Context: an optimization exercise on an open-source flow, tuned for small area, a short achievable clock period and few clock cycles per item. The choices shown serve that exercise and are no tape-out recipe. Only simulation tests tie the RTL to the original design; equivalence was not proved. Power is estimated from default activity; no workload was simulated.

==> flow/design.v, too long to show whole: its modules and the start of the top module <==
// module COMP_Control: 855 lines
// module FA: 4 lines
module COMP_Control(
    input clock,
    input rst,
    input start_trigger,
    input reset_act,
    input reset_data,
    input signed [15:0] K0,
    input signed [15:0] K1,
    input signed [15:0] K2,
    input signed [17:0] setPoint,
    input signed [17:0] data,
    output reg busy,
    output wire signed [15:0] COMP_output
    );
  // ...
==> flow/flow/run.sh <==
#!/bin/bash
# The standard layout (standard.sh: the standard flow's synthesis, floorplan, placement,
# CTS, routing) at the design's clock period and constraints, with two
# changes to how hard the resizer works:
#  - repair_timing aims for a setup slack of SETUP_MARGIN ns instead of 0,
#    so the critical paths get sized and buffered although the 12 ns clock
#    would already be met;
#  - the port buffers are buf_2 cells rather than the resizer's pick.
set -euo pipefail
cd "$(dirname "$0")/.."
SETUP_MARGIN=$(cat flow/setup_margin.txt)
bash standard.sh "SETUP_SLACK_MARGIN=$SETUP_MARGIN" \
  "BUFFER_PORTS_ARGS=-buffer_cell sky130_fd_sc_hd__buf_2" finish > standard_make.log 2>&1
==> flow/flow/setup_margin.txt <==
7.5
==> flow/standard.sh <==
#!/bin/bash
# synth_recipe.tcl (not shown) runs the flow's synth.tcl, then flattens the netlist and writes it again
# the make line also repeats each setting of config.mk as NAME=value (left out here)
make -C /OpenROAD-flow-scripts/flow DESIGN_CONFIG=/design/flow/config.mk WORK_HOME=/design/flow/orfs CLKGATE_MAP_FILE= SYNTH_SCRIPT=/design/flow/synth_recipe.tcl "${@:-finish}"
==> flow/config.mk <==
export PLATFORM = sky130hd
export DESIGN_NAME = COMP_Control
export DESIGN_NICKNAME = COMP_Control
export VERILOG_FILES = /design/flow/design.v
export SDC_FILE = /design/flow/constraint.sdc
export NUM_CORES = 4
export LEC_CHECK = 0
export CAP_MARGIN = 20
export CORE_MARGIN = 2
export CORE_UTILIZATION = 40
export SLEW_MARGIN = 20
export SYNTH_HIERARCHICAL = 1
export SYNTH_MINIMUM_KEEP_SIZE = 0
==> flow/constraint.sdc <==
create_clock -name core_clock -period 12.0 [get_ports {clock}]
set_input_delay 2.4000 -clock core_clock [delete_from_list [all_inputs] [get_ports {clock}]]
set_output_delay 2.4000 -clock core_clock [all_outputs]
set_load 0.01 [all_outputs]
==> parameters.txt, run 1 <==
Parameter                              Value

Cells and area
  Commonest non-fill, non-tap cells in the layout    sky130_fd_sc_hd__nand2_1 (305), sky130_fd_sc_hd__xnor2_1 (173), sky130_fd_sc_hd__a21oi_1 (173), sky130_fd_sc_hd__fa_1 (123), sky130_fd_sc_hd__dfxtp_1 (122)
  Number of flip-flops and latches    between 150 and 200
  Utilization after layout    0.486
  Layout overhead on the synthesized area    20.0%
  Fraction of area in non-clock buffers    0.0621
  Non-Clock Buffer Count    176

Drt
  Post-route ant nets    0
  Detailed-routing iteration count for the pre-antenna-repair pass    5
  Vias post-DR    between 10,000 and 15,000

Synthesis
  Register area share after synthesis    0.189
  Number of enable-type register cells in the synthesized netlist    0
  Synth area leader    sky130_fd_sc_hd__fa_1
  Fraction of synthesis flops using an asynchronous set or reset pin    0

Setup path
  Number of buffers and inverters on the critical path    1
  Source of the critical timing path    K2[14]
  Worst-path maximum fanout    6
  Reg-to-Reg Start    e1[1]
  Worst setup path end    C[15]
  Endpoint class of the critical path    flop
  Delay of the slowest cell on the worst path    around 0.55 ns
  CP arrival    ~5.8 ns

Global route
  Met1 track utilization from global routing    0.298
  Met3 usage in global routing    0.0322
  Via count of the first global-routing pass    approximately 14,000

Placement
  Cells after DPL    roughly 2,300
  Input/output buffers    about 110
  Post-detail-place hpwl    approximately 33,000 um

Clock tree
  Number of clock sinks seen by CTS    approximately 150

Timing
  Max Clock Skew    roughly 0.01 ns
  Summed negative setup slack over all endpoints    0 ns
  Final worst-path setup slack    ~6.6 ns
  Transition at the pin with the smallest max-transition slack    roughly 1.1 ns
  Post-route worst hold slack    0.458 ns

Floorplan
  Top Ports    ~110
  Full die area    0.0418 mm2
  Horizontal extent of the die    roughly 200 um

Status
  Status  timing/DRC/antenna clean

Power
  P_leak    about 7.5 nW
  Post-layout power    ~2.3 mW
Testbench counts, summed over its fixed seeds: cycles 72,000, items 24,000.
==> run 2, diff against run 1 <==
==> flow/flow/setup_margin.txt (replaced) <==
7.0
==> run 2 against run 1 <==
  * Still clean on timing, DRC and antenna
  * Non-clock buffer count did not move
  * Clock power fell by 1%
  * Sequential cell count did not move
  * Core utilization fell by 0.15 points
  * Register-to-register slack got worse by 0.10 ns
  * First-iteration DRC count fell by 7.5%
  * Largest power group unchanged
  * Highest routed layer unchanged
==> parameters.txt, run 2 <==
Parameter                              Value

Global route
  Number of antenna violations at the first check in global routing    1 (unchanged)
  Total track usage    0.230 (was 0.228)
  Pin count of the biggest net entering global routing    97 (was 99)
  Via count of the first global-routing pass    13,700 (was 13,500)
  Congestion Overflow GR    0 (unchanged)
  Wire length of the first global-routing pass    75,200 um (was 74,800 um)

Drt
  Via count normalized by instance count    5.54 (was 5.50)
  Vias post-DR    13,300 (was 13,200)
  DR iter-0 viols    902 (was 975)
  Routed Wire Length    45,900 um (was 45,800 um)
  Detailed-routing iteration count for the pre-antenna-repair pass    5 (unchanged)
  Detail-routed net length per standard cell    19.2 um (was 19.1 um)
  Residual DRC    0 (unchanged)
  Post-route ant nets    0 (unchanged)

Timing
  Normalized max-slew margin    0.264 (was 0.274)
  Summed negative setup slack over all endpoints    0 ns (unchanged)
  Highest clock frequency the design can meet    0.183 GHz (was 0.184 GHz)
  Post-route worst hold slack    0.451 ns (was 0.458 ns)
  Max Clock Skew    0.00732 ns (was 0.00973 ns)
  Post-layout min period    5.46 ns (was 5.44 ns)
  Transition at the pin with the smallest max-transition slack    1.10 ns (was 1.09 ns)
  Number of setup violations in the final report    0 (unchanged)
  Crit share post-route    0.455 (was 0.453)
  RSZ-0062 raised after global routing    yes (unchanged)
  Final max-slew violation count    0 (unchanged)
  Number of failing hold endpoints at the final stage    0 (unchanged)

Placement
  Input/output buffers    105 (unchanged)
  Global placer's final weighted congestion    0.917 (was 0.873)
  Placement-stage cell area    0.0172 mm2 (was 0.0173 mm2)
  Post-detail-place hpwl    32,400 um (was 32,700 um)

Synthesis
  Synth area leader    sky130_fd_sc_hd__fa_1 (unchanged)
  Adder and majority gate portion of the synthesized area    0.333 (unchanged)
  Post-Synthesis Cell Area    0.0161 mm2 (unchanged)
  Count leader, synth    sky130_fd_sc_hd__nand2_1 (unchanged)
  Synth unique cells    61 (unchanged)
  Dominant cells by area after synthesis    sky130_fd_sc_hd__fa_1 (26%), sky130_fd_sc_hd__dfxtp_1 (19%), sky130_fd_sc_hd__xnor2_1 (10%) (unchanged)
  Fraction of synthesis flops using an asynchronous set or reset pin    0 (unchanged)
  Area share of xor/xnor cells in the synthesized design    0.121 (unchanged)
  Main combinational cell family by area after synthesis    adder cells (unchanged)
  Seq cells post-synth    152 (unchanged)
  Synthesized area divided by synthesized cell count    9.12 um2 (unchanged)
  Top cells by count, synth    sky130_fd_sc_hd__nand2_1 (307), sky130_fd_sc_hd__fa_1 (211), sky130_fd_sc_hd__xnor2_1 (189) (unchanged)
  Most instantiated flip-flop cell in the synthesis netlist    sky130_fd_sc_hd__dfxtp_1 (unchanged)
  Register area share after synthesis    0.189 (unchanged)
  Simple-Gate Fraction of Synth Area    0.112 (unchanged)
  Compound-cell area share of the yosys netlist    0.176 (unchanged)
  Fraction of synthesized area in multiplexers    0.0262 (unchanged)
  Number of warnings reported in the yosys synthesis log    7 (unchanged)
  Number of enable-type register cells in the synthesized netlist    0 (unchanged)
  Share of the synthesized area in the top cell type    0.263 (unchanged)
  Number of instances in the synthesized netlist    1,763 (unchanged)

Clock tree
  Number of clock sinks seen by CTS    152 (unchanged)
  Clock transition at the registers of the reported paths    0.07 ns (about the same)
  TritonCTS buffer count    17 (unchanged)
  Clock latency at the later pin of the worst-skew pair    0.46 ns (was 0.47 ns)
  Clock tree from TritonCTS    yes (unchanged)
  H-tree levels    4 (unchanged)
  Clock Tree Buf Depth    2 (unchanged)
  Clock Tree Root    sky130_fd_sc_hd__clkbuf_16 (unchanged)
  Count of hold buffers inserted by post-cts repair    0 (unchanged)

Floorplan
  Full die area    0.0418 mm2 (unchanged)
  Core region area    0.0397 mm2 (unchanged)
  Die Height    204 um (unchanged)
  Top Ports    106 (unchanged)
  Std-Cell Rows    73 (unchanged)
  Initial core utilization    0.405 (unchanged)
  Horizontal extent of the die    204 um (unchanged)

Hold path
  Hold Path Cell Cnt    2 (unchanged)
  Hold path endpoint    e1[5] (was e1[17])
  Hold Startpoint    e0[5] (was e0[17])
  Type of the most critical hold path    flop to flop (unchanged)

Setup path
  Endpoint of the lowest-slack register-to-register path    C[19] (unchanged)
  Setup CP Type    primary input to flop (unchanged)
  Required @ worst endpoint    12.32 ns (was 12.31 ns)
  Endpoint class of the critical path    flop (unchanged)
  Kind of start point of the critical path    primary input (unchanged)
  Worst reg-to-reg path cell count    13 (unchanged)
  Worst setup slack for register-to-register paths    6.86 ns (was 6.96 ns)
  Worst-path maximum fanout    5 (was 6)
  Reg-to-Reg Start    e1[1] (unchanged)
  CP arrival    5.78 ns (was 5.76 ns)

Power
  Power density of the placed cells    119 mW/mm2 (about the same)
  P_leak    7.51 nW (about the same)
  Highest ir drop seen on vdd    83.1 uV (was 75.5 uV)
  Post-layout power    2.29 mW (about the same)

Cells and area
  Commonest non-fill, non-tap cells in the layout    sky130_fd_sc_hd__nand2_1 (304), sky130_fd_sc_hd__a21oi_1 (173), sky130_fd_sc_hd__xnor2_1 (171), sky130_fd_sc_hd__fa_1 (136), sky130_fd_sc_hd__dfxtp_1 (123) (was sky130_fd_sc_hd__nand2_1 (305), sky130_fd_sc_hd__xnor2_1 (173), sky130_fd_sc_hd__a21oi_1 (173), sky130_fd_sc_hd__fa_1 (123), sky130_fd_sc_hd__dfxtp_1 (122))
  Final-stage net count    2,245 (was 2,244)
  Post-route cell area    0.0192 mm2 (was 0.0193 mm2)
  Fraction of final layout cells with drive strength greater than 1    0.257 (was 0.262)
  Registers with the highest flip-flop counts    C x48, S x48 (unchanged)
  Commonest non-fill, non-tap cell in the layout    sky130_fd_sc_hd__nand2_1 (unchanged)
  Layout overhead on the synthesized area    19.7% (was 20.0%)

Status
  Status  timing/DRC/antenna clean (unchanged)

Job
  Max-capacitance violation count    0 (unchanged)
run 2: where the power goes:
group          switching [mW]  total, mW  internal, mW
logic                   0.605       1.13         0.522
registers              0.0528      0.607         0.554
clock network           0.254      0.553         0.300
total                   0.912       2.29          1.38
run 2: worst max-delay path by stage:
| stage | start | to | slack (ns) | cells past startpoint |
|---|---|---|---|---|
| 6_report | K2[14] | C[15] | 6.54 | 12 |
| 2_1_floorplan | K2[5] | C[20] | 6.34 | 11 |
| 3_5_place_dp | K2[14] | C[15] | 5.96 | 12 |
| 3_3_place_gp | K2[14] | C[15] | 6.04 | 12 |
| 5_1_grt | K2[14] | C[15] | 6.47 | 12 |
| 4_1_cts | K2[14] | C[15] | 6.59 | 12 |
run 2: cell families (layout without fill, tap and decap cells):
family / Yosys count / count (layout)
other: 1 / 8
muxes: 38 / 42
AOI/OAI and AO/OA: 444 / 444
DFF: 152 / 152
xor gates and xnor gates: 222 / 222
adders and majority gates: 301 / 301
buffers and inverters: 175 / 270
and+or+nand+nor: 430 / 430
run 2: Yosys stat by module (local to each module, per instance):
module | flip-flops and latches | cells | area [um2] | times used
FA | 0 | 1 | 20.0 | 210
COMP_Control | 152 | 1553 | 11900 | 1
run 2: layout make-up:
cell class | instances | area (um2)
Antenna cell | 1 | 2.50
Clock buffer | 18 | 439
Clock inverter | 14 | 154
Fill cell | 3667 | 20500
Inverter | 62 | 233
Multi-Input combinational cell | 1446 | 13500
Sequential cell | 152 | 3090
Tap cell | 525 | 657
Timing Repair Buffer | 176 | 1140
run 2: what timing repair did:
action,in CTS,in global routing
pin swaps,49,44
setup endpoints to repair,45,57
setup buffers,44,10
gates cloned,4,0
gates resized for setup,149,59
endpoints found under the hold margin,0,0
run 2: critical path, stage by stage:
cell	delay, ns
sky130_fd_sc_hd__buf_8	0.10
sky130_fd_sc_hd__mux2_4	0.34
sky130_fd_sc_hd__xor2_2	0.18
sky130_fd_sc_hd__a2bb2oi_2	0.22
sky130_fd_sc_hd__xnor2_2	0.15
sky130_fd_sc_hd__fa_1	0.46
sky130_fd_sc_hd__fa_1	0.46
sky130_fd_sc_hd__fa_2	0.37
sky130_fd_sc_hd__fa_2	0.55
sky130_fd_sc_hd__fa_2	0.42
sky130_fd_sc_hd__nand2_1	0.07
sky130_fd_sc_hd__a21oi_1	0.06
run 2: metrics by stage:
stage / worst slack, ns / instances / utilization
floorplan: 6.34 / 1769 / -
global route: 6.47 / 2394 / 0.484
CTS: 6.59 / 2383 / 0.475
detailed placement: 5.96 / 2303 / 0.434
global placement: 6.04 / 2303 / 0.434
finish: 6.54 / 2394 / 0.484
run 2: per-layer routing:
metal,track usage,part of all wire
met5,0,0
met4,0.0968,0.040
met3,0.0306,0.049
met2,0.380,0.48
met1,0.304,0.43

afterwards: timing with drivers on the ports:
The results above use ideal ports. As a check the final layouts listed here were re-extracted and re-timed, cells and wires unchanged. Step 1, drivers: a clkbuf_16 drives clock and a buf_2 each remaining input, both assumed. Step 2 moves the port delays by t, midway between the first and last clock arrival at a register: inputs arrive t later, outputs are due t later. That takes back most of the time a late clock gives input paths. a / b / c = ideal ports / drivers / drivers and shift; a / b = the first two.
run	t, ns	slack for setup (ns)	hold slack, ns	worst setup path at the end	worst slew at a driven data input, ns
run 1	0.514	6.558 / 6.577 / 6.063	0.458 / 0.458 / 0.458	input to register	0.08
run 2	0.514	6.542 / 6.547 / 6.033	0.451 / 0.451 / 0.451	input to register	0.08
After both steps setup and hold are still met in every run listed. The setup slack of run 2, which loses most, moves by +0.005 ns with the drivers and by -0.509 ns with both steps.
